Context: an optimization exercise on an open-source flow, tuned for small area. The choices shown serve that exercise and are no tape-out recipe. Where RTL was checked, it was by simulation tests only, not by an equivalence proof against the original.

## delta
// Mesh
module Mesh(
  input         clock,
  input  [7:0]  io_in_a_0_0,
  input  [7:0]  io_in_a_1_0,
  input  [7:0]  io_in_a_2_0,
  input  [7:0]  io_in_a_3_0,
  input  [7:0]  io_in_d_0_0,
  input  [7:0]  io_in_d_1_0,
  input  [7:0]  io_in_d_2_0,
  input  [7:0]  io_in_d_3_0,
  input  [15:0] io_in_b_0_0,
  input  [15:0] io_in_b_1_0,
  input  [15:0] io_in_b_2_0,
  input  [15:0] io_in_b_3_0,
  input         io_in_control_0_0_propagate,
  input         io_in_control_1_0_propagate,
  input         io_in_control_2_0_propagate,
  input         io_in_control_3_0_propagate,
  output [15:0] io_out_c_0_0,
  output [15:0] io_out_c_1_0,
  output [15:0] io_out_c_2_0,
  output [15:0] io_out_c_3_0
);
  wire [7:0]  in_a [0:3];
  wire [7:0]  in_b [0:3];
  wire [15:0] in_d [0:3];
  wire        in_p [0:3];
  assign in_a[0] = io_in_a_0_0; assign in_a[1] = io_in_a_1_0;
  assign in_a[2] = io_in_a_2_0; assign in_a[3] = io_in_a_3_0;
  assign in_b[0] = io_in_d_0_0; assign in_b[1] = io_in_d_1_0;
  assign in_b[2] = io_in_d_2_0; assign in_b[3] = io_in_d_3_0;
  ...
==> flow/config.mk <==
export PLATFORM = sky130hd
export DESIGN_NAME = Mesh
export DESIGN_NICKNAME = Mesh
export VERILOG_FILES = /design/flow/design.v
export SDC_FILE = /design/flow/constraint.sdc
export NUM_CORES = 4
export LEC_CHECK = 0
export CAP_MARGIN = 20
export CORE_MARGIN = 2
export CORE_UTILIZATION = 40
export GPL_TIMING_DRIVEN = 0
export PLACE_DENSITY = 0.6
export SLEW_MARGIN = 20
export SYNTH_HIERARCHICAL = 1
==> flow/constraint.sdc <==
create_clock -name core_clock -period 5.2 [get_ports {clock}]
set_input_delay 1.0400 -clock core_clock [delete_from_list [all_inputs] [get_ports {clock}]]
set_output_delay 1.0400 -clock core_clock [all_outputs]
set_load 0.01 [all_outputs]
standard.sh (not shown) runs the stock make flow with config.mk's settings and CLKGATE_MAP_FILE= SYNTH_SCRIPT=/design/flow/synth_recipe.tcl, a recipe that flattens the netlist after the stock synthesis.
==> flow/flow/run.sh <==
#!/bin/bash
# Layout with the standard flow (standard synthesis unchanged), with two
# changes: the port buffers are the smallest buffer cell, and clock tree
# synthesis inserts no dummy load cells.
set -euo pipefail
CTS="-sink_clustering_enable -repair_clock_nets -sink_clustering_size 10 -sink_clustering_max_diameter 40 -buf_list {sky130_fd_sc_hd__clkbuf_4 sky130_fd_sc_hd__clkbuf_8} -dont_use_dummy_load"
bash standard.sh \
  "BUFFER_PORTS_ARGS=-buffer_cell sky130_fd_sc_hd__buf_1" \
  "CTS_ARGS=$CTS" \
  finish > flow.log 2>&1
delta: no failed stages, no open violations at the end
The inputs of maple differ from those of delta as listed below.
diff --git a/flow/flow/run.sh b/flow/flow/run.sh
--- a/flow/flow/run.sh
+++ b/flow/flow/run.sh
@@ -6 +6 @@
-CTS="-sink_clustering_enable -repair_clock_nets -sink_clustering_size 10 -sink_clustering_max_diameter 40 -buf_list {sky130_fd_sc_hd__clkbuf_4 sky130_fd_sc_hd__clkbuf_8} -dont_use_dummy_load"
+CTS="-sink_clustering_enable -repair_clock_nets -sink_clustering_size 30 -sink_clustering_max_diameter 60 -buf_list sky130_fd_sc_hd__clkbuf_16 -dont_use_dummy_load"
==> comparison <==
- Every stage of the flow completed for maple, and the final layout passed the timing, design-rule and antenna checks.
- A classification of the worst-slack hold path of primary input to flip-flop is what delta shows, while flip-flop to flip-flop belongs to maple.
- Changes observed in maple relative to delta: final clock period utilization by the worst path has decreased; maximum achievable frequency rose by 0.62%.
- Minimum period implied by the final worst setup slack was lower in maple than in delta.
- Comparing maple with delta, the sequential share of layout area came out essentially unchanged.
- | total routing usage reported by global routing | maple vs delta | 0.19 points lower |
- Compared maple against delta; proportion of cell area spent on the clock network within noise.
The inputs of quartz differ from those of maple as listed below.
Settings: an added CTS_BUF_LIST of sky130_fd_sc_hd__clkbuf_8; a deleted GPL_TIMING_DRIVEN that had been 0; an added CTS_CLUSTER_DIAMETER of 40; an added CTS_CLUSTER_SIZE of 16.
diff --git a/flow/flow/run.sh b/flow/flow/run.sh
--- a/flow/flow/run.sh
+++ b/flow/flow/run.sh
@@ -6 +6 @@
-CTS="-sink_clustering_enable -repair_clock_nets -sink_clustering_size 30 -sink_clustering_max_diameter 60 -buf_list sky130_fd_sc_hd__clkbuf_16 -dont_use_dummy_load"
+CTS="-sink_clustering_enable -repair_clock_nets -sink_clustering_size 16 -sink_clustering_max_diameter 40 -buf_list sky130_fd_sc_hd__clkbuf_8 -dont_use_dummy_load"
quartz: no failed stages, no open violations at the end. Compared with maple, in quartz final area saw an increase; number of global-route vias before repair rose by 2.0%.
Function was not checked in any run of this note: the RTL went through the layout flow alone.

* * *

== JK ==
Mesh, a different RTL version from the one above (not shown whole).
For scale: about 4600 cells after synthesis, ~1100 flip-flops, ~0.055 sq mm of cells after synthesis.
==> flow/config.mk <==
export PLATFORM = sky130hd
export DESIGN_NAME = Mesh
export DESIGN_NICKNAME = Mesh
export VERILOG_FILES = /design/flow/design.v
export SDC_FILE = /design/flow/constraint.sdc
export NUM_CORES = 4
export LEC_CHECK = 0
export CAP_MARGIN = 20
export CORE_MARGIN = 2
export CORE_UTILIZATION = 40
export GPL_TIMING_DRIVEN = 0
export PLACE_DENSITY = 0.6
export SLEW_MARGIN = 20
export SYNTH_HIERARCHICAL = 1
==> flow/constraint.sdc <==
create_clock -name core_clock -period 5.2 [get_ports {clock}]
set_input_delay 1.0400 -clock core_clock [delete_from_list [all_inputs] [get_ports {clock}]]
set_output_delay 1.0400 -clock core_clock [all_outputs]
set_load 0.01 [all_outputs]
==> flow/flow/run.sh <==
#!/bin/bash
# Layout with the standard flow (standard synthesis unchanged), with two
# changes: the port buffers are the smallest buffer cell, and clock tree
# synthesis inserts no dummy load cells.
set -euo pipefail
CTS="-sink_clustering_enable -repair_clock_nets -sink_clustering_size 18 -sink_clustering_max_diameter 100 -buf_list sky130_fd_sc_hd__clkbuf_8 -dont_use_dummy_load"
bash standard.sh \
  "BUFFER_PORTS_ARGS=-buffer_cell sky130_fd_sc_hd__buf_1" \
  "CTS_ARGS=$CTS" \
  finish > flow.log 2>&1
What MS does differently from JK at the input level:
- PLACE_DENSITY changed from 0.6 to 0.7
- CORE_UTILIZATION changed from 40 to 55
diff --git a/flow/flow/run.sh b/flow/flow/run.sh
--- a/flow/flow/run.sh
+++ b/flow/flow/run.sh
@@ -5,3 +5,3 @@
 set -euo pipefail
-CTS="-sink_clustering_enable -repair_clock_nets -sink_clustering_size 18 -sink_clustering_max_diameter 100 -buf_list sky130_fd_sc_hd__clkbuf_8 -dont_use_dummy_load"
+CTS="-sink_clustering_enable -repair_clock_nets -sink_clustering_size 16 -sink_clustering_max_diameter 70 -buf_list sky130_fd_sc_hd__clkbuf_8 -dont_use_dummy_load"
 bash standard.sh \
Results
- Every run in the comparison, MS and JK, completed the flow with a clean layout.
- Summary: with JK as the reference, clock-buffer cell count in MS moved up by more than 10%.
- Re number of buffers between clock root and the deepest sink: no difference whatsoever between JK and MS.
- Data arrival at the endpoint of the critical path (lower): JK
- Timing endpoint of the critical path: row[1].col[0].genblk3.pe.u.acc[15] -> MS, row[1].col[1].genblk3.pe.u.sh[15] -> JK
- For the worst path setup slack after routing, MS came in 0.0096 ns lower than JK did.
- On via count, MS does worse than JK.
[inputs] AL vs MS
- CORE_UTILIZATION: 55 -> 40
- PLACE_DENSITY: 0.7 -> 0.6
diff --git a/flow/flow/run.sh b/flow/flow/run.sh
--- a/flow/flow/run.sh
+++ b/flow/flow/run.sh
@@ -5,3 +5,3 @@
 set -euo pipefail
-CTS="-sink_clustering_enable -repair_clock_nets -sink_clustering_size 16 -sink_clustering_max_diameter 70 -buf_list sky130_fd_sc_hd__clkbuf_8 -dont_use_dummy_load"
+CTS="-sink_clustering_enable -repair_clock_nets -sink_clustering_size 16 -sink_clustering_max_diameter 120 -buf_list sky130_fd_sc_hd__clkbuf_8 -dont_use_dummy_load"
 bash standard.sh \
## What came out
Going from MS to AL, the pin slew with the least headroom to its limit was found to have gone up by 0.071 ns.
Going from MS to AL, fraction of layout cells with a size suffix above 1 increased by 0.28 points relative to the old numbers; clock period minus worst slack moved down.
Looking at beginning of the critical path, the row[0].col[1].b_r[2] result is from AL; the row[1].col[0].b_r[2] one comes from MS.
Multi-input logic area essentially unchanged between MS and AL.
Taking MS as the reference, in AL number of well-tap cells placed +about 40%; number of placement rows now sits higher; cell count rose 489.
For TR, these inputs were changed with respect to AL:
diff --git a/flow/flow/run.sh b/flow/flow/run.sh
--- a/flow/flow/run.sh
+++ b/flow/flow/run.sh
@@ -5,3 +5,3 @@
 set -euo pipefail
-CTS="-sink_clustering_enable -repair_clock_nets -sink_clustering_size 16 -sink_clustering_max_diameter 120 -buf_list sky130_fd_sc_hd__clkbuf_8 -dont_use_dummy_load"
+CTS="-sink_clustering_enable -repair_clock_nets -sink_clustering_size 16 -sink_clustering_max_diameter 70 -buf_list sky130_fd_sc_hd__clkbuf_8 -dont_use_dummy_load"
 bash standard.sh \
==> comparison <==
TR did not stop at any stage, and its layout met the timing, design-rule and antenna checks. The wire length reported by the detailed router on AL is in line with that on TR. In TR, sequential share of layout area is lower than in AL.

* * *

wip/ember:
Mesh with an RTL version that a note above also has.
Size: about 4600 cells after synthesis, roughly 1100 flip-flops, roughly 200 I/O pins, about 55000 sq um of cells after synthesis.
## Mesh
module Mesh(
  input         clock,
  input  [7:0]  io_in_a_0_0,
  input  [7:0]  io_in_a_1_0,
  input  [7:0]  io_in_a_2_0,
  input  [7:0]  io_in_a_3_0,
  input  [7:0]  io_in_d_0_0,
  input  [7:0]  io_in_d_1_0,
  input  [7:0]  io_in_d_2_0,
  input  [7:0]  io_in_d_3_0,
  input  [15:0] io_in_b_0_0,
  input  [15:0] io_in_b_1_0,
  input  [15:0] io_in_b_2_0,
  input  [15:0] io_in_b_3_0,
  input         io_in_control_0_0_propagate,
  input         io_in_control_1_0_propagate,
  input         io_in_control_2_0_propagate,
  input         io_in_control_3_0_propagate,
  output [15:0] io_out_c_0_0,
  output [15:0] io_out_c_1_0,
  output [15:0] io_out_c_2_0,
  output [15:0] io_out_c_3_0
);
  wire [7:0]  in_a [0:3];
  wire [7:0]  in_b [0:3];
  wire [15:0] in_d [0:3];
  wire        in_p [0:3];
  assign in_a[0] = io_in_a_0_0; assign in_a[1] = io_in_a_1_0;
  assign in_a[2] = io_in_a_2_0; assign in_a[3] = io_in_a_3_0;
  assign in_b[0] = io_in_d_0_0; assign in_b[1] = io_in_d_1_0;
  assign in_b[2] = io_in_d_2_0; assign in_b[3] = io_in_d_3_0;
  assign in_d[0] = io_in_b_0_0; assign in_d[1] = io_in_b_1_0;
  assign in_d[2] = io_in_b_2_0; assign in_d[3] = io_in_b_3_0;
  assign in_p[0] = io_in_control_0_0_propagate;
  assign in_p[1] = io_in_control_1_0_propagate;
  assign in_p[2] = io_in_control_2_0_propagate;
  assign in_p[3] = io_in_control_3_0_propagate;
  genvar i, j;
  generate
    for (i = 0; i < 4; i = i + 1) begin : row
      for (j = 0; j < 4; j = j + 1) begin : col
        reg  [7:0]  a_r;
        reg  [7:0]  b_r;
        reg  [15:0] d_r;
        reg         p_r;
        wire [15:0] c_out;
        wire        p_next;
        wire        keep, keep_n;
        if (j == 0) begin : ain
          always @(posedge clock) a_r <= in_a[i];
        end else begin : ain
          always @(posedge clock) a_r <= row[i].col[j-1].a_r;
  ...
Settings: LEC_CHECK=0, CAP_MARGIN=20, CORE_MARGIN=2, CORE_UTILIZATION=40, GPL_TIMING_DRIVEN=0, PLACE_DENSITY=0.6, SLEW_MARGIN=20, SYNTH_HIERARCHICAL=1; clock period 5.2 ns.
==> flow/flow/run.sh <==
#!/bin/bash
# Layout with the standard flow (standard synthesis unchanged), with two
# changes: the port buffers are the smallest buffer cell, and clock tree
# synthesis inserts no dummy load cells.
set -euo pipefail
CTS="-sink_clustering_enable -repair_clock_nets -sink_clustering_size 16 -sink_clustering_max_diameter 40 -buf_list sky130_fd_sc_hd__clkbuf_8 -dont_use_dummy_load"
bash standard.sh \
  "BUFFER_PORTS_ARGS=-buffer_cell sky130_fd_sc_hd__buf_1" \
  "CTS_ARGS=$CTS" \
  finish > flow.log 2>&1
--- input diff wip/ember..wip/umber ---
==> flow/flow/run.sh <==
#!/bin/bash
# Layout with the standard flow (standard synthesis unchanged), with two
# changes: the port buffers are the smallest buffer cell, and clock tree
# synthesis inserts no dummy load cells.
set -euo pipefail
CTS="-sink_clustering_enable -repair_clock_nets -sink_clustering_size 16 -sink_clustering_max_diameter 70 -buf_list sky130_fd_sc_hd__clkbuf_8 -dont_use_dummy_load"
bash standard.sh \
  "BUFFER_PORTS_ARGS=-buffer_cell sky130_fd_sc_hd__buf_1" \
  "CTS_ARGS=$CTS" \
  finish > flow.log 2>&1
Diff wip/ember -> wip/umber | routed wire length | decrease of about 0.5%
wip/umber vs. wip/ember: clock period minus final worst setup slack shrank by 0.026 ns; global-route usage shrank by 0.16 points.
The final reports for wip/umber and wip/ember show required time reported for the critical path endpoint lower in the former.
Edits applied to the flow inputs when going from wip/umber to wip/lagoon:
==> flow/flow/run.sh <==
#!/bin/bash
# Layout with the standard flow (standard synthesis unchanged), with two
# changes: the port buffers are the smallest buffer cell, and clock tree
# synthesis inserts no dummy load cells.
set -euo pipefail
CTS="-sink_clustering_enable -repair_clock_nets -sink_clustering_size 24 -sink_clustering_max_diameter 50 -buf_list {sky130_fd_sc_hd__clkbuf_8 sky130_fd_sc_hd__clkbuf_16} -dont_use_dummy_load"
bash standard.sh \
  "BUFFER_PORTS_ARGS=-buffer_cell sky130_fd_sc_hd__buf_1" \
  "CTS_ARGS=$CTS" \
  finish > flow.log 2>&1
Notes after the runs:
Compared with wip/umber, in wip/lagoon number of vias in the routed layout increased by 152 relative to the old numbers; period utilization down 0.63 points; register fraction of the total cell area went down by 0.86 points.
wip/lagoon -> wip/umber: final instance count without filler cells flat
wip/umber: done, clean on timing, DRC and antenna
wip/lagoon: done, clean on timing, DRC and antenna
In terms of cell depth of the worst hold path, wip/lagoon and wip/umber differ only marginally.
Compared with wip/umber, wip/lagoon shows number of filler instances in the final layout that has gone down slightly.
No functional check of the RTL was part of any run of this note.

==> separate check: timing with driven ports <==
The results above use ideal ports. As a check the final layouts listed here were re-extracted and re-timed, cells and wires unchanged. Step 1 (the two cells are an assumption about what drives the block):
set clk [get_ports {clock}]
set_driving_cell -lib_cell sky130_fd_sc_hd__clkbuf_16 $clk
set_driving_cell -lib_cell sky130_fd_sc_hd__buf_2 [delete_from_list [all_inputs] $clk]
Step 2 times the ports against the registers' clock, not the clock port: input delays grow and output delays shrink by t, the midpoint of the rising clock arrivals with the driver on. Slacks: no drivers / after step 1 / after step 2; pairs: no drivers / after step 1.
| run | t, ns | slack for setup (ns) | hold slack, ns | worst setup path after step 2 |
|---|---|---|---|---|
| delta | 0.923 | 0.166 / 0.166 / 0.166 | 0.228 / 0.185 / 0.261 | register to register |
| maple | 0.758 | 0.197 / 0.197 / 0.197 | 0.295 / 0.295 / 0.295 | register to register |
| quartz | 0.923 | 0.204 / 0.204 / 0.204 | 0.238 / 0.197 / 0.264 | register to register |
| JK | 0.822 | 0.190 / 0.190 / 0.190 | 0.282 / 0.277 / 0.282 | register to register |
| MS | 0.785 | 0.180 / 0.180 / 0.180 | 0.288 / 0.288 / 0.288 | register to register |
| AL | 0.842 | 0.223 / 0.223 / 0.223 | 0.300 / 0.273 / 0.300 | register to register |
| TR | 0.843 | 0.194 / 0.194 / 0.194 | 0.271 / 0.257 / 0.271 | register to register |
| wip/ember | 0.920 | 0.150 / 0.150 / 0.150 | 0.232 / 0.181 / 0.265 | register to register |
| wip/umber | 0.838 | 0.176 / 0.176 / 0.176 | 0.297 / 0.283 / 0.297 | register to register |
| wip/lagoon | 0.772 | 0.209 / 0.209 / 0.209 | 0.288 / 0.288 / 0.288 | register to register |
After both steps setup and hold are still met in every run listed.
